From an optimization exercise on the open Yosys and OpenROAD flow, aimed at small area and a short achievable clock period; shortcuts taken in it are not production practice. RTL that was checked went through simulation tests only; none was proved equivalent to the original. The clock port is modelled as an ideal driver, which makes a skipped or thinned clock tree look cheaper than it is; a real chip needs a root buffer or a tree. Power and IR drop assume default switching activity.

==> v7 <==
==> flow/design.v <==
module stopwatch_01(clk,rst,key_reset,key_start_pasue,key_display_stop,hex0,hex1,hex2,hex3,hex4,hex5,hex6,hex7,led0,led1,led2,led3);
	input		clk,rst,key_reset,key_start_pasue,key_display_stop;
	output [6:0]	hex0,hex1,hex2,hex3,hex4,hex5,hex6,hex7;
	output	led0,led1,led2,led3;
	assign	led3 = 1'b0;
	reg	[1:0]	pre;
	wire	tick = pre[1];
	reg	[5:0]	hold_s, hold_d, hold_r;
	reg	start, freeze, cleared;
	reg	[3:0]	t0, t1, t2, t4, t6, t7;
	reg	[2:0]	t3, t5;
	reg	[3:0]	s0, s1, s2, s4, s6, s7;
	reg	[2:0]	s3, s5;
	wire	at50_s = hold_s[5] & hold_s[4] & hold_s[1];
	wire	at50_d = hold_d[5] & hold_d[4] & hold_d[1];
	wire	at50_r = hold_r[5] & hold_r[4] & hold_r[1];
	wire	push_s = tick & ~key_start_pasue;
	wire	push_d = tick & ~key_display_stop;
	wire	push_r = tick & ~key_reset;
	wire	fire_s = push_s & at50_s;
	wire	fire_d = push_d & at50_d;
	wire	fire_r = push_r & at50_r;
	wire	start_n, freeze_n;
	key_mux	u_ks(key_start_pasue, start, start ^ (tick & at50_s), start_n);
	key_mux	u_kd(key_display_stop, freeze, freeze ^ (tick & at50_d), freeze_n);
	wire	clr = rst | fire_r;
	function [3:0] step10;
		input [3:0] d;
		step10 = {(~d[0]), (~d[1] & ~d[0]) | (d[3] & d[2] & d[0]), (~d[2] & d[0]) | (d[3] & ~d[1]) | (d[3] & d[2]), ~((d[2] & ~d[0]) | (~d[3]))};
	endfunction
	function [2:0] step6;
		input [2:0] d;
		step6 = {(d[0]), (~d[2] & ~d[1]) | (d[2] & d[0]), (~d[1])};
	endfunction
	function [3:0] step16;
		input [3:0] d;
		step16 = {(d[3] & ~d[2] & ~d[0]) | (~d[3] & d[0]) | (~d[2] & d[1]), (~d[3] & d[2] & d[1]) | (d[3] & ~d[2]) | (d[3] & ~d[1]), (d[1] & d[0]) | (~d[3] & d[2] & d[1]) | (d[2] & d[0]) | (~d[3] & ~d[2] & ~d[1] & ~d[0]), (~d[3] & d[1]) | (d[2] & d[1] & d[0]) | (~d[3] & d[2] & ~d[0]) | (d[3] & ~d[2] & ~d[1])};
	endfunction
	wire	n0 = (~t0[3] & t0[2]);
	wire	n1 = (~t1[3] & t1[2]);
	wire	n2 = (~t2[3] & t2[2]);
	wire	n3 = (t3[1] & ~t3[0]);
	wire	n4 = (~t4[3] & t4[2]);
	wire	n5 = (t5[1] & ~t5[0]);
	wire	n6 = (~t6[3] & t6[2]);
	wire	p1 = n0;
	wire	p2 = p1 & n1;
	wire	p3 = p2 & n2;
	wire	p4 = p3 & n3;
	wire	p5 = p4 & n4;
	wire	p6 = p5 & n5;
	wire	p7 = p6 & n6;
	wire	run;
	key_mux	u_run(key_start_pasue, tick & start, tick & (start ^ at50_s), run);
	wire	[7:0]	c;
	carry_gate	u_carry(run, {p7, p6, p5, p4, p3, p2, p1, 1'b1}, c);
	wire	c0 = c[0];
	wire	c1 = c[1];
	wire	c2 = c[2];
	wire	c3 = c[3];
	wire	c4 = c[4];
	wire	c5 = c[5];
	wire	c6 = c[6];
	wire	c7 = c[7];
	wire	[3:0]	t0_p = step10(t0);
	wire	[3:0]	t0_n;
	time_bit	u_t0_0(clr, c0, t0_p[0], t0[0], t0_n[0]);
	time_bit	u_t0_1(clr, c0, t0_p[1], t0[1], t0_n[1]);
	time_bit	u_t0_2(clr, c0, t0_p[2], t0[2], t0_n[2]);
	time_bit	u_t0_3(clr, c0, t0_p[3], t0[3], t0_n[3]);
	wire	[3:0]	t1_p = step10(t1);
	wire	[3:0]	t1_n;
	time_bit	u_t1_0(clr, c1, t1_p[0], t1[0], t1_n[0]);
	time_bit	u_t1_1(clr, c1, t1_p[1], t1[1], t1_n[1]);
	time_bit	u_t1_2(clr, c1, t1_p[2], t1[2], t1_n[2]);
	time_bit	u_t1_3(clr, c1, t1_p[3], t1[3], t1_n[3]);
	wire	[3:0]	t2_p = step10(t2);
	wire	[3:0]	t2_n;
	time_bit	u_t2_0(clr, c2, t2_p[0], t2[0], t2_n[0]);
	time_bit	u_t2_1(clr, c2, t2_p[1], t2[1], t2_n[1]);
	time_bit	u_t2_2(clr, c2, t2_p[2], t2[2], t2_n[2]);
	time_bit	u_t2_3(clr, c2, t2_p[3], t2[3], t2_n[3]);
	wire	[2:0]	t3_p = step6(t3);
	wire	[2:0]	t3_n;
	time_bit	u_t3_0(clr, c3, t3_p[0], t3[0], t3_n[0]);
	time_bit	u_t3_1(clr, c3, t3_p[1], t3[1], t3_n[1]);
	time_bit	u_t3_2(clr, c3, t3_p[2], t3[2], t3_n[2]);
	wire	[3:0]	t4_p = step10(t4);
	wire	[3:0]	t4_n;
	time_bit	u_t4_0(clr, c4, t4_p[0], t4[0], t4_n[0]);
	time_bit	u_t4_1(clr, c4, t4_p[1], t4[1], t4_n[1]);
	time_bit	u_t4_2(clr, c4, t4_p[2], t4[2], t4_n[2]);
	time_bit	u_t4_3(clr, c4, t4_p[3], t4[3], t4_n[3]);
	wire	[2:0]	t5_p = step6(t5);
	wire	[2:0]	t5_n;
	time_bit	u_t5_0(clr, c5, t5_p[0], t5[0], t5_n[0]);
	time_bit	u_t5_1(clr, c5, t5_p[1], t5[1], t5_n[1]);
	time_bit	u_t5_2(clr, c5, t5_p[2], t5[2], t5_n[2]);
	wire	[3:0]	t6_p = step10(t6);
	wire	[3:0]	t6_n;
	time_bit	u_t6_0(clr, c6, t6_p[0], t6[0], t6_n[0]);
	time_bit	u_t6_1(clr, c6, t6_p[1], t6[1], t6_n[1]);
	time_bit	u_t6_2(clr, c6, t6_p[2], t6[2], t6_n[2]);
	time_bit	u_t6_3(clr, c6, t6_p[3], t6[3], t6_n[3]);
	wire	[3:0]	t7_p = step16(t7);
	wire	[3:0]	t7_n;
	time_bit	u_t7_0(clr, c7, t7_p[0], t7[0], t7_n[0]);
	time_bit	u_t7_1(clr, c7, t7_p[1], t7[1], t7_n[1]);
	time_bit	u_t7_2(clr, c7, t7_p[2], t7[2], t7_n[2]);
	time_bit	u_t7_3(clr, c7, t7_p[3], t7[3], t7_n[3]);
	wire	[29:0]	t_n = {t7_n, t6_n, t5_n, t4_n, t3_n, t2_n, t1_n, t0_n};
	wire	[29:0]	s_q = {s7, s6, s5, s4, s3, s2, s1, s0};
	wire	load = clr | ~freeze_n;
	wire	[29:0]	s_n;
	genvar	gi;
	generate for (gi = 0; gi < 30; gi = gi + 1) begin : g_hold
		hold_bit	u(load, t_n[gi], s_q[gi], s_n[gi]);
	end endgenerate
	always @(posedge clk) begin
		pre[0] <= ~rst & ~pre[0] & ~pre[1];
		pre[1] <= ~rst & pre[0];
		hold_s <= rst ? 6'd0 : push_s ? (at50_s ? 6'd0 : hold_s + 6'd1) : hold_s;
		hold_d <= rst ? 6'd0 : push_d ? (at50_d ? 6'd0 : hold_d + 6'd1) : hold_d;
		hold_r <= rst ? 6'd0 : push_r ? (at50_r ? 6'd0 : hold_r + 6'd1) : hold_r;
		start   <= ~rst & start_n;
		freeze  <= ~rst & freeze_n;
		cleared <= ~rst & (cleared | fire_r);
		{t7, t6, t5, t4, t3, t2, t1, t0} <= t_n;
		{s7, s6, s5, s4, s3, s2, s1, s0} <= s_n;
	end
	assign	led0 = start;
	assign	led1 = cleared;
	assign	led2 = freeze;
	dec10	u0(s0, hex0);
	dec10	u1(s1, hex1);
	dec10	u2(s2, hex2);
	dec6	u3(s3, hex3);
	dec10	u4(s4, hex4);
	dec6	u5(s5, hex5);
	dec10	u6(s6, hex6);
	dec16	u7(s7, hex7);
endmodule
module key_mux(k, released, pressed, y);
	input	k, released, pressed;
	output	y;
	assign	y = k ? released : pressed;
endmodule
module carry_gate(run, p, c);
	input		run;
	input	[7:0]	p;
	output	[7:0]	c;
	assign	c = p & {8{run}};
endmodule
module time_bit(clr, carry, stepped, cur, d);
	input	clr, carry, stepped, cur;
	output	d;
	assign	d = ~clr & (carry ? stepped : cur);
endmodule
module hold_bit(load, t, s, d);
	input	load, t, s;
	output	d;
	assign	d = load ? t : s;
endmodule
module dec10(d, seg);
	input	[3:0]	d;
	output	[6:0]	seg;
	assign	seg[0] = ~((~d[2] & ~d[0]) | (d[1]));
	assign	seg[1] = (~d[3] & ~d[2] & d[1]);
	assign	seg[2] = (d[2] & d[1] & ~d[0]);
	assign	seg[3] = (d[3] & ~d[1]);
	assign	seg[4] = ~((d[3] & d[2] & d[1]) | (~d[3] & ~d[0]));
	assign	seg[5] = (d[3] & ~d[0]);
	assign	seg[6] = (~d[1] & ~d[0]);
endmodule
module dec6(d, seg);
	input	[2:0]	d;
	output	[6:0]	seg;
	assign	seg[0] = (d[1] & d[0]);
	assign	seg[1] = (d[1] & ~d[0]);
	assign	seg[2] = (d[2] & ~d[1]);
	assign	seg[3] = (d[1] & d[0]);
	assign	seg[4] = ~((~d[1] & ~d[0]));
	assign	seg[5] = (~d[2] & d[0]) | (d[2] & ~d[1]);
	assign	seg[6] = ~((~d[1] & d[0]) | (d[2]));
endmodule
module dec16(d, seg);
	input	[3:0]	d;
	output	[6:0]	seg;
	assign	seg[0] = (d[1]);
	assign	seg[1] = (d[1] & d[0]) | (d[2] & ~d[0]);
	assign	seg[2] = ~((d[2] & ~d[1]) | (~d[2] & ~d[0]) | (~d[3] & ~d[1]));
	assign	seg[3] = (~d[3] & ~d[2] & d[0]) | (d[1]);
	assign	seg[4] = (~d[3] & d[0]) | (d[1]) | (d[3] & d[2]);
	assign	seg[5] = ~((~d[1] & ~d[0]) | (d[3] & ~d[2] & ~d[0]) | (d[3] & d[2] & ~d[1]));
	assign	seg[6] = (d[1] & d[0]) | (~d[3] & ~d[2]) | (d[2] & d[1]);
endmodule
==> flow/flow/run.sh <==
#!/bin/bash
# The standard ORFS layout with two changes:
#  - port buffers are buf_1 cells (BUFFER_PORTS_ARGS),
#  - the clock is buffered by flow/cts_pre.tcl (four clkbuf_16 from the clock
#    port) in place of TritonCTS.
# The make output of the whole flow goes to flow_make.log here; ORFS keeps each
# step's own log under orfs/logs.
set -euo pipefail
here=$(pwd)
cat >> config.mk <<MK
export BUFFER_PORTS_ARGS = -buffer_cell sky130_fd_sc_hd__buf_1
export PRE_CTS_TCL = $here/flow/cts_pre.tcl
MK
bash standard.sh > flow_make.log 2>&1
==> flow/flow/clkbuf.tcl <==
# Clock buffering used in place of TritonCTS: the clock port drives a few
# clock buffers, each driving the flip-flops of one region of the die; the
# regions split the sinks into equal groups, first by x and then by y.
proc clk_split {keyed parts axis} {
  if {$parts <= 1} { return [list $keyed] }
  set keyed [lsort -integer -index $axis $keyed]
  set half [expr {[llength $keyed] / 2}]
  set sub [expr {$parts / 2}]
  set other [expr {1 - $axis}]
  return [concat [clk_split [lrange $keyed 0 [expr {$half - 1}]] $sub $other] \
                 [clk_split [lrange $keyed $half end] $sub $other]]
}

proc insert_clock_buffers {nbuf master_name} {
  set block [ord::get_db_block]
  set db [ord::get_db]
  set clknet [$block findNet clk]
  set master [$db findMaster $master_name]
  set keyed {}
  foreach it [$clknet getITerms] {
    set loc [[$it getInst] getLocation]
    lappend keyed [list [lindex $loc 0] [lindex $loc 1] $it]
  }
  set b 0
  foreach slice [clk_split $keyed $nbuf 0] {
    if {[llength $slice] == 0} continue
    set sx 0; set sy 0
    foreach k $slice { set sx [expr {$sx + [lindex $k 0]}]; set sy [expr {$sy + [lindex $k 1]}] }
    set cx [expr {int($sx / [llength $slice])}]
    set cy [expr {int($sy / [llength $slice])}]
    set inst [odb::dbInst_create $block $master "clkroot_buf_$b"]
    set net [odb::dbNet_create $block "clkroot_net_$b"]
    $net setSigType CLOCK
    foreach k $slice {
      set it [lindex $k 2]
      $it disconnect
      $it connect $net
    }
    [$inst findITerm A] connect $clknet
    [$inst findITerm X] connect $net
    $inst setLocation $cx $cy
    $inst setPlacementStatus PLACED
    incr b
  }
}
==> flow/flow/cts_pre.tcl <==
# Runs at the start of ORFS's CTS step (PRE_CTS_TCL). Instead of TritonCTS's
# two-level tree, the clock port drives four clkbuf_16 cells, each driving the
# flip-flops of one quarter of the die (sinks split by x), so every register's
# clock arrives through one buffer with no deliberate skew.
source [file join [file dirname [info script]] clkbuf.tcl]
insert_clock_buffers 4 sky130_fd_sc_hd__clkbuf_16
rename clock_tree_synthesis tritoncts_unused
proc clock_tree_synthesis {args} {
  set_propagated_clock [all_clocks]
}
==> flow/standard.sh <==
#!/bin/bash
# synth_recipe.tcl (not shown) runs the flow's synth.tcl, then flattens the netlist and writes it again
# the make line also repeats each setting of config.mk as NAME=value (left out here)
make -C /OpenROAD-flow-scripts/flow DESIGN_CONFIG=/design/flow/config.mk WORK_HOME=/design/flow/orfs CLKGATE_MAP_FILE= SYNTH_SCRIPT=/design/flow/synth_recipe.tcl "${@:-finish}"
==> flow/config.mk <==
export PLATFORM = sky130hd
export DESIGN_NAME = stopwatch_01
export DESIGN_NICKNAME = stopwatch_01
export VERILOG_FILES = /design/flow/design.v
export SDC_FILE = /design/flow/constraint.sdc
export NUM_CORES = 4
export LEC_CHECK = 0
export CAP_MARGIN = 20
export CORE_MARGIN = 2
export CORE_UTILIZATION = 50
export SETUP_SLACK_MARGIN = 3.0
export SLEW_MARGIN = 20
export SYNTH_HIERARCHICAL = 1
export BUFFER_PORTS_ARGS = -buffer_cell sky130_fd_sc_hd__buf_1
export PRE_CTS_TCL = /design/flow/flow/cts_pre.tcl
==> flow/constraint.sdc <==
create_clock -name core_clock -period 5.0 [get_ports {clk}]
set_input_delay 1.0000 -clock core_clock [delete_from_list [all_inputs] [get_ports {clk}]]
set_output_delay 1.0000 -clock core_clock [all_outputs]
set_load 0.01 [all_outputs]
==> v2: changes against v7 <==
==> flow/design.v (replaced) <==
module stopwatch_01(clk,rst,key_reset,key_start_pasue,key_display_stop,hex0,hex1,hex2,hex3,hex4,hex5,hex6,hex7,led0,led1,led2,led3);
	input		clk,rst,key_reset,key_start_pasue,key_display_stop;
	output [6:0]	hex0,hex1,hex2,hex3,hex4,hex5,hex6,hex7;
	output	led0,led1,led2,led3;
	assign	led3 = 1'b0;
	reg	[1:0]	pre;
	wire	tick = pre[1];
	reg	[5:0]	hold_s, hold_d, hold_r;
	reg	start, freeze, cleared;
	reg	[3:0]	t0, t1, t2, t4, t6, t7;
	reg	[2:0]	t3, t5;
	reg	[3:0]	s0, s1, s2, s4, s6, s7;
	reg	[2:0]	s3, s5;
	wire	at50_s = hold_s[5] & hold_s[2] & hold_s[1] & hold_s[0];
	wire	at50_d = hold_d[5] & hold_d[2] & hold_d[1] & hold_d[0];
	wire	at50_r = hold_r[5] & hold_r[2] & hold_r[1] & hold_r[0];
	wire	push_s = tick & ~key_start_pasue;
	wire	push_d = tick & ~key_display_stop;
	wire	push_r = tick & ~key_reset;
	wire	fire_s = push_s & at50_s;
	wire	fire_d = push_d & at50_d;
	wire	fire_r = push_r & at50_r;
	wire	start_n, freeze_n;
	key_mux	u_ks(key_start_pasue, start, start ^ (tick & at50_s), start_n);
	key_mux	u_kd(key_display_stop, freeze, freeze ^ (tick & at50_d), freeze_n);
	wire	clr = rst | fire_r;
	function [3:0] step10;
		input [3:0] d;
		step10 = {(~d[0]), (~d[1] & ~d[0]) | (d[3] & d[2] & d[0]), (~d[2] & d[0]) | (d[3] & ~d[1]) | (d[3] & d[2]), ~((d[2] & ~d[0]) | (~d[3]))};
	endfunction
	function [2:0] step6;
		input [2:0] d;
		step6 = {(d[0]), (~d[2] & ~d[1]) | (d[2] & d[0]), (~d[1])};
	endfunction
	function [3:0] step16;
		input [3:0] d;
		step16 = {(d[3] & ~d[2] & ~d[0]) | (~d[3] & d[0]) | (~d[2] & d[1]), (~d[3] & d[2] & d[1]) | (d[3] & ~d[2]) | (d[3] & ~d[1]), (d[1] & d[0]) | (~d[3] & d[2] & d[1]) | (d[2] & d[0]) | (~d[3] & ~d[2] & ~d[1] & ~d[0]), (~d[3] & d[1]) | (d[2] & d[1] & d[0]) | (~d[3] & d[2] & ~d[0]) | (d[3] & ~d[2] & ~d[1])};
	endfunction
	wire	n0 = (~t0[3] & t0[2]);
	wire	n1 = (~t1[3] & t1[2]);
	wire	n2 = (~t2[3] & t2[2]);
	wire	n3 = (t3[1] & ~t3[0]);
	wire	n4 = (~t4[3] & t4[2]);
	wire	n5 = (t5[1] & ~t5[0]);
	wire	n6 = (~t6[3] & t6[2]);
	wire	p1 = n0;
	wire	p2 = p1 & n1;
	wire	p3 = p2 & n2;
	wire	p4 = p3 & n3;
	wire	p5 = p4 & n4;
	wire	p6 = p5 & n5;
	wire	p7 = p6 & n6;
	wire	run_released = tick & start;
	wire	run_pressed = tick & (start ^ at50_s);
	wire	p0 = 1'b1;
	wire	c0;
	key_mux	u_c0(key_start_pasue, run_released & p0, run_pressed & p0, c0);
	wire	c1;
	key_mux	u_c1(key_start_pasue, run_released & p1, run_pressed & p1, c1);
	wire	c2;
	key_mux	u_c2(key_start_pasue, run_released & p2, run_pressed & p2, c2);
	wire	c3;
	key_mux	u_c3(key_start_pasue, run_released & p3, run_pressed & p3, c3);
	wire	c4;
	key_mux	u_c4(key_start_pasue, run_released & p4, run_pressed & p4, c4);
	wire	c5;
	key_mux	u_c5(key_start_pasue, run_released & p5, run_pressed & p5, c5);
	wire	c6;
	key_mux	u_c6(key_start_pasue, run_released & p6, run_pressed & p6, c6);
	wire	c7;
	key_mux	u_c7(key_start_pasue, run_released & p7, run_pressed & p7, c7);
	wire	[3:0]	t0_r = c0 ? step10(t0) : t0;
	wire	[3:0]	t1_r = c1 ? step10(t1) : t1;
	wire	[3:0]	t2_r = c2 ? step10(t2) : t2;
	wire	[2:0]	t3_r = c3 ? step6(t3) : t3;
	wire	[3:0]	t4_r = c4 ? step10(t4) : t4;
	wire	[2:0]	t5_r = c5 ? step6(t5) : t5;
	wire	[3:0]	t6_r = c6 ? step10(t6) : t6;
	wire	[3:0]	t7_r = c7 ? step16(t7) : t7;
	wire	[29:0]	t_n = {t7_r, t6_r, t5_r, t4_r, t3_r, t2_r, t1_r, t0_r} & {30{~clr}};
	wire	load = clr | ~freeze_n;
	wire	[29:0]	s_n;
	hold_mux	#(30)	u_hold(t_n, {s7, s6, s5, s4, s3, s2, s1, s0}, load, s_n);
	always @(posedge clk) begin
		pre[0] <= ~rst & ~pre[0] & ~pre[1];
		pre[1] <= ~rst & pre[0];
		hold_s <= rst ? 6'd0 : push_s ? (at50_s ? 6'd0 : {hold_s[4:0], ~(hold_s[5] ^ hold_s[0])}) : hold_s;
		hold_d <= rst ? 6'd0 : push_d ? (at50_d ? 6'd0 : {hold_d[4:0], ~(hold_d[5] ^ hold_d[0])}) : hold_d;
		hold_r <= rst ? 6'd0 : push_r ? (at50_r ? 6'd0 : {hold_r[4:0], ~(hold_r[5] ^ hold_r[0])}) : hold_r;
		start   <= ~rst & start_n;
		freeze  <= ~rst & freeze_n;
		cleared <= ~rst & (cleared | fire_r);
		{t7, t6, t5, t4, t3, t2, t1, t0} <= t_n;
		{s7, s6, s5, s4, s3, s2, s1, s0} <= s_n;
	end
	assign	led0 = start;
	assign	led1 = cleared;
	assign	led2 = freeze;
	dec10	u0(s0, hex0);
	dec10	u1(s1, hex1);
	dec10	u2(s2, hex2);
	dec6	u3(s3, hex3);
	dec10	u4(s4, hex4);
	dec6	u5(s5, hex5);
	dec10	u6(s6, hex6);
	dec16	u7(s7, hex7);
endmodule
module key_mux(k, released, pressed, y);
	input	k, released, pressed;
	output	y;
	assign	y = k ? released : pressed;
endmodule
module hold_mux(a, b, sel, y);
	parameter	W = 1;
	input	[W-1:0]	a, b;
	input		sel;
	output	[W-1:0]	y;
	assign	y = sel ? a : b;
endmodule
module dec10(d, seg);
	input	[3:0]	d;
	output	[6:0]	seg;
	assign	seg[0] = ~((~d[2] & ~d[0]) | (d[1]));
	assign	seg[1] = (~d[3] & ~d[2] & d[1]);
	assign	seg[2] = (d[2] & d[1] & ~d[0]);
	assign	seg[3] = (d[3] & ~d[1]);
	assign	seg[4] = ~((d[3] & d[2] & d[1]) | (~d[3] & ~d[0]));
	assign	seg[5] = (d[3] & ~d[0]);
	assign	seg[6] = (~d[1] & ~d[0]);
endmodule
module dec6(d, seg);
	input	[2:0]	d;
	output	[6:0]	seg;
	assign	seg[0] = (d[1] & d[0]);
	assign	seg[1] = (d[1] & ~d[0]);
	assign	seg[2] = (d[2] & ~d[1]);
	assign	seg[3] = (d[1] & d[0]);
	assign	seg[4] = ~((~d[1] & ~d[0]));
	assign	seg[5] = (~d[2] & d[0]) | (d[2] & ~d[1]);
	assign	seg[6] = ~((~d[1] & d[0]) | (d[2]));
endmodule
module dec16(d, seg);
	input	[3:0]	d;
	output	[6:0]	seg;
	assign	seg[0] = (d[1]);
	assign	seg[1] = (d[1] & d[0]) | (d[2] & ~d[0]);
	assign	seg[2] = ~((d[2] & ~d[1]) | (~d[2] & ~d[0]) | (~d[3] & ~d[1]));
	assign	seg[3] = (~d[3] & ~d[2] & d[0]) | (d[1]);
	assign	seg[4] = (~d[3] & d[0]) | (d[1]) | (d[3] & d[2]);
	assign	seg[5] = ~((~d[1] & ~d[0]) | (d[3] & ~d[2] & ~d[0]) | (d[3] & d[2] & ~d[1]));
	assign	seg[6] = (d[1] & d[0]) | (~d[3] & ~d[2]) | (d[2] & d[1]);
endmodule
==> v14: changes against v7 <==
--- a/flow/design.v
+++ b/flow/design.v
@@ -63,58 +63,16 @@
 	wire	c6 = c[6];
 	wire	c7 = c[7];
-	wire	[3:0]	t0_p = step10(t0);
-	wire	[3:0]	t0_n;
-	time_bit	u_t0_0(clr, c0, t0_p[0], t0[0], t0_n[0]);
-	time_bit	u_t0_1(clr, c0, t0_p[1], t0[1], t0_n[1]);
-	time_bit	u_t0_2(clr, c0, t0_p[2], t0[2], t0_n[2]);
-	time_bit	u_t0_3(clr, c0, t0_p[3], t0[3], t0_n[3]);
-	wire	[3:0]	t1_p = step10(t1);
-	wire	[3:0]	t1_n;
-	time_bit	u_t1_0(clr, c1, t1_p[0], t1[0], t1_n[0]);
-	time_bit	u_t1_1(clr, c1, t1_p[1], t1[1], t1_n[1]);
-	time_bit	u_t1_2(clr, c1, t1_p[2], t1[2], t1_n[2]);
-	time_bit	u_t1_3(clr, c1, t1_p[3], t1[3], t1_n[3]);
-	wire	[3:0]	t2_p = step10(t2);
-	wire	[3:0]	t2_n;
-	time_bit	u_t2_0(clr, c2, t2_p[0], t2[0], t2_n[0]);
-	time_bit	u_t2_1(clr, c2, t2_p[1], t2[1], t2_n[1]);
-	time_bit	u_t2_2(clr, c2, t2_p[2], t2[2], t2_n[2]);
-	time_bit	u_t2_3(clr, c2, t2_p[3], t2[3], t2_n[3]);
-	wire	[2:0]	t3_p = step6(t3);
-	wire	[2:0]	t3_n;
-	time_bit	u_t3_0(clr, c3, t3_p[0], t3[0], t3_n[0]);
-	time_bit	u_t3_1(clr, c3, t3_p[1], t3[1], t3_n[1]);
-	time_bit	u_t3_2(clr, c3, t3_p[2], t3[2], t3_n[2]);
-	wire	[3:0]	t4_p = step10(t4);
-	wire	[3:0]	t4_n;
-	time_bit	u_t4_0(clr, c4, t4_p[0], t4[0], t4_n[0]);
-	time_bit	u_t4_1(clr, c4, t4_p[1], t4[1], t4_n[1]);
-	time_bit	u_t4_2(clr, c4, t4_p[2], t4[2], t4_n[2]);
-	time_bit	u_t4_3(clr, c4, t4_p[3], t4[3], t4_n[3]);
-	wire	[2:0]	t5_p = step6(t5);
-	wire	[2:0]	t5_n;
-	time_bit	u_t5_0(clr, c5, t5_p[0], t5[0], t5_n[0]);
-	time_bit	u_t5_1(clr, c5, t5_p[1], t5[1], t5_n[1]);
-	time_bit	u_t5_2(clr, c5, t5_p[2], t5[2], t5_n[2]);
-	wire	[3:0]	t6_p = step10(t6);
-	wire	[3:0]	t6_n;
-	time_bit	u_t6_0(clr, c6, t6_p[0], t6[0], t6_n[0]);
-	time_bit	u_t6_1(clr, c6, t6_p[1], t6[1], t6_n[1]);
-	time_bit	u_t6_2(clr, c6, t6_p[2], t6[2], t6_n[2]);
-	time_bit	u_t6_3(clr, c6, t6_p[3], t6[3], t6_n[3]);
-	wire	[3:0]	t7_p = step16(t7);
-	wire	[3:0]	t7_n;
-	time_bit	u_t7_0(clr, c7, t7_p[0], t7[0], t7_n[0]);
-	time_bit	u_t7_1(clr, c7, t7_p[1], t7[1], t7_n[1]);
-	time_bit	u_t7_2(clr, c7, t7_p[2], t7[2], t7_n[2]);
-	time_bit	u_t7_3(clr, c7, t7_p[3], t7[3], t7_n[3]);
-	wire	[29:0]	t_n = {t7_n, t6_n, t5_n, t4_n, t3_n, t2_n, t1_n, t0_n};
-	wire	[29:0]	s_q = {s7, s6, s5, s4, s3, s2, s1, s0};
+	wire	[3:0]	t0_r = c0 ? step10(t0) : t0;
+	wire	[3:0]	t1_r = c1 ? step10(t1) : t1;
+	wire	[3:0]	t2_r = c2 ? step10(t2) : t2;
+	wire	[2:0]	t3_r = c3 ? step6(t3) : t3;
+	wire	[3:0]	t4_r = c4 ? step10(t4) : t4;
+	wire	[2:0]	t5_r = c5 ? step6(t5) : t5;
+	wire	[3:0]	t6_r = c6 ? step10(t6) : t6;
+	wire	[3:0]	t7_r = c7 ? step16(t7) : t7;
+	wire	[29:0]	t_n = {t7_r, t6_r, t5_r, t4_r, t3_r, t2_r, t1_r, t0_r} & {30{~clr}};
 	wire	load = clr | ~freeze_n;
 	wire	[29:0]	s_n;
-	genvar	gi;
-	generate for (gi = 0; gi < 30; gi = gi + 1) begin : g_hold
-		hold_bit	u(load, t_n[gi], s_q[gi], s_n[gi]);
-	end endgenerate
+	hold_mux	#(30)	u_hold(t_n, {s7, s6, s5, s4, s3, s2, s1, s0}, load, s_n);
 	always @(posedge clk) begin
 		pre[0] <= ~rst & ~pre[0] & ~pre[1];
@@ -152,13 +110,10 @@
 	assign	c = p & {8{run}};
 endmodule
-module time_bit(clr, carry, stepped, cur, d);
-	input	clr, carry, stepped, cur;
-	output	d;
-	assign	d = ~clr & (carry ? stepped : cur);
-endmodule
-module hold_bit(load, t, s, d);
-	input	load, t, s;
-	output	d;
-	assign	d = load ? t : s;
+module hold_mux(a, b, sel, y);
+	parameter	W = 1;
+	input	[W-1:0]	a, b;
+	input		sel;
+	output	[W-1:0]	y;
+	assign	y = sel ? a : b;
 endmodule
 module dec10(d, seg);
--- a/flow/flow/cts_pre.tcl
+++ b/flow/flow/cts_pre.tcl
@@ -1,5 +1,5 @@
 # Runs at the start of ORFS's CTS step (PRE_CTS_TCL). Instead of TritonCTS's
 # two-level tree, the clock port drives four clkbuf_16 cells, each driving the
-# flip-flops of one quarter of the die (sinks split by x), so every register's
+# flip-flops of one quarter of the die (sinks split by x, then y), so every register's
 # clock arrives through one buffer with no deliberate skew.
 source [file join [file dirname [info script]] clkbuf.tcl]
- ABC_AREA: unset -> 1
==> comparison <==
- Critical path depth is the same in v2 and v7.
- The highest synthesized cell count belongs to v14, the lowest to v7.
- Combinational power: v2 > v7 > v14.
- Flip-flop and latch count is the same in v2 and v14.
- Register-to-register slack, lowest first: v2, v7, v14.
- Power: v7 < v14 < v2.
- Of v7 and v2, v7 has the higher sequential power (gap about 0.8%, measured against v2).
==> figures <==
metric                                                                                            v7                      v14                         v2
Share of synthesized cell area in full adder, half adder and majority cells                  0.9202%                  0.9458%                         0%
Pwr Density                                                                            205.9 mW/mm^2            219.4 mW/mm^2              188.9 mW/mm^2
Setup Buffers After CTS                                                                           11                        3                         25
Run status                                                                  timing/DRC/antenna clean  timing/DRC/antenna clean   timing/DRC/antenna clean
Fraction of standard cell area that is sequential                                             34.77%                   36.38%                     31.95%
Sequential standard cell area                                                         0.001700 sq mm           0.001670 sq mm             0.001728 sq mm
Non-filler cells in the finished layout                                                          610                      773                        636
CP Capture Point                                                                               s7[2]                    s2[0]                      s2[1]
Sequential-to-total area share from yosys stat                                                40.74%                   41.87%                     40.81%
Ratio of layout area to synthesized area                                                     1.1988x                  1.1570x                    1.3285x
Number of standard cells after synthesis                                                         430                      613                        438
Wire length on met3                                                                           326 um                   342 um                     320 um
Multi-input gates                                                                                322                      429                        323
Die outline width                                                                           94.32 um                 93.10 um                   94.24 um
Slowest-stage cell, CP                                                       sky130_fd_sc_hd__mux2_4  sky130_fd_sc_hd__nor3_1  sky130_fd_sc_hd__o21bai_4
Launching instance or port of the critical path                                     key_display_stop          key_start_pasue                  key_reset
Only the layout flow was run in v7 and v2; the RTL was not checked for function there. No run of this note takes its clock network from TritonCTS; it comes from the design's own scripts or RTL.

re-timing with driven ports:
The flow's constraints put no driver on any port. The routed layouts listed below were extracted and timed again, unchanged, in two steps.
Step 1 assumes that a clkbuf_16 drives the clock port and a buf_2 every other input.
Step 2 also shifts input and output timing later by t, the mid clock arrival at the registers, as if the neighbouring blocks saw the same clock.
a / b / c = ideal / step 1 / step 2; a / b = the first two.
| run | t, ns | setup slack, ns | worst data-port slew with drivers (ns) | cell pins on the clock port's net |
|---|---|---|---|---|
| v7 | 0.229 | 2.866 / 2.908 / 2.681 | 0.05 | 4 |
| v2 | 0.231 | 2.796 / 2.832 / 2.606 | 0.06 | 4 |
| v14 | 0.221 | 3.006 / 3.016 / 2.808 | 0.07 | 4 |
After both steps every run listed still meets setup and hold. The setup slack of v14, which loses most, moves by +0.010 ns with the drivers and by -0.198 ns with both steps.
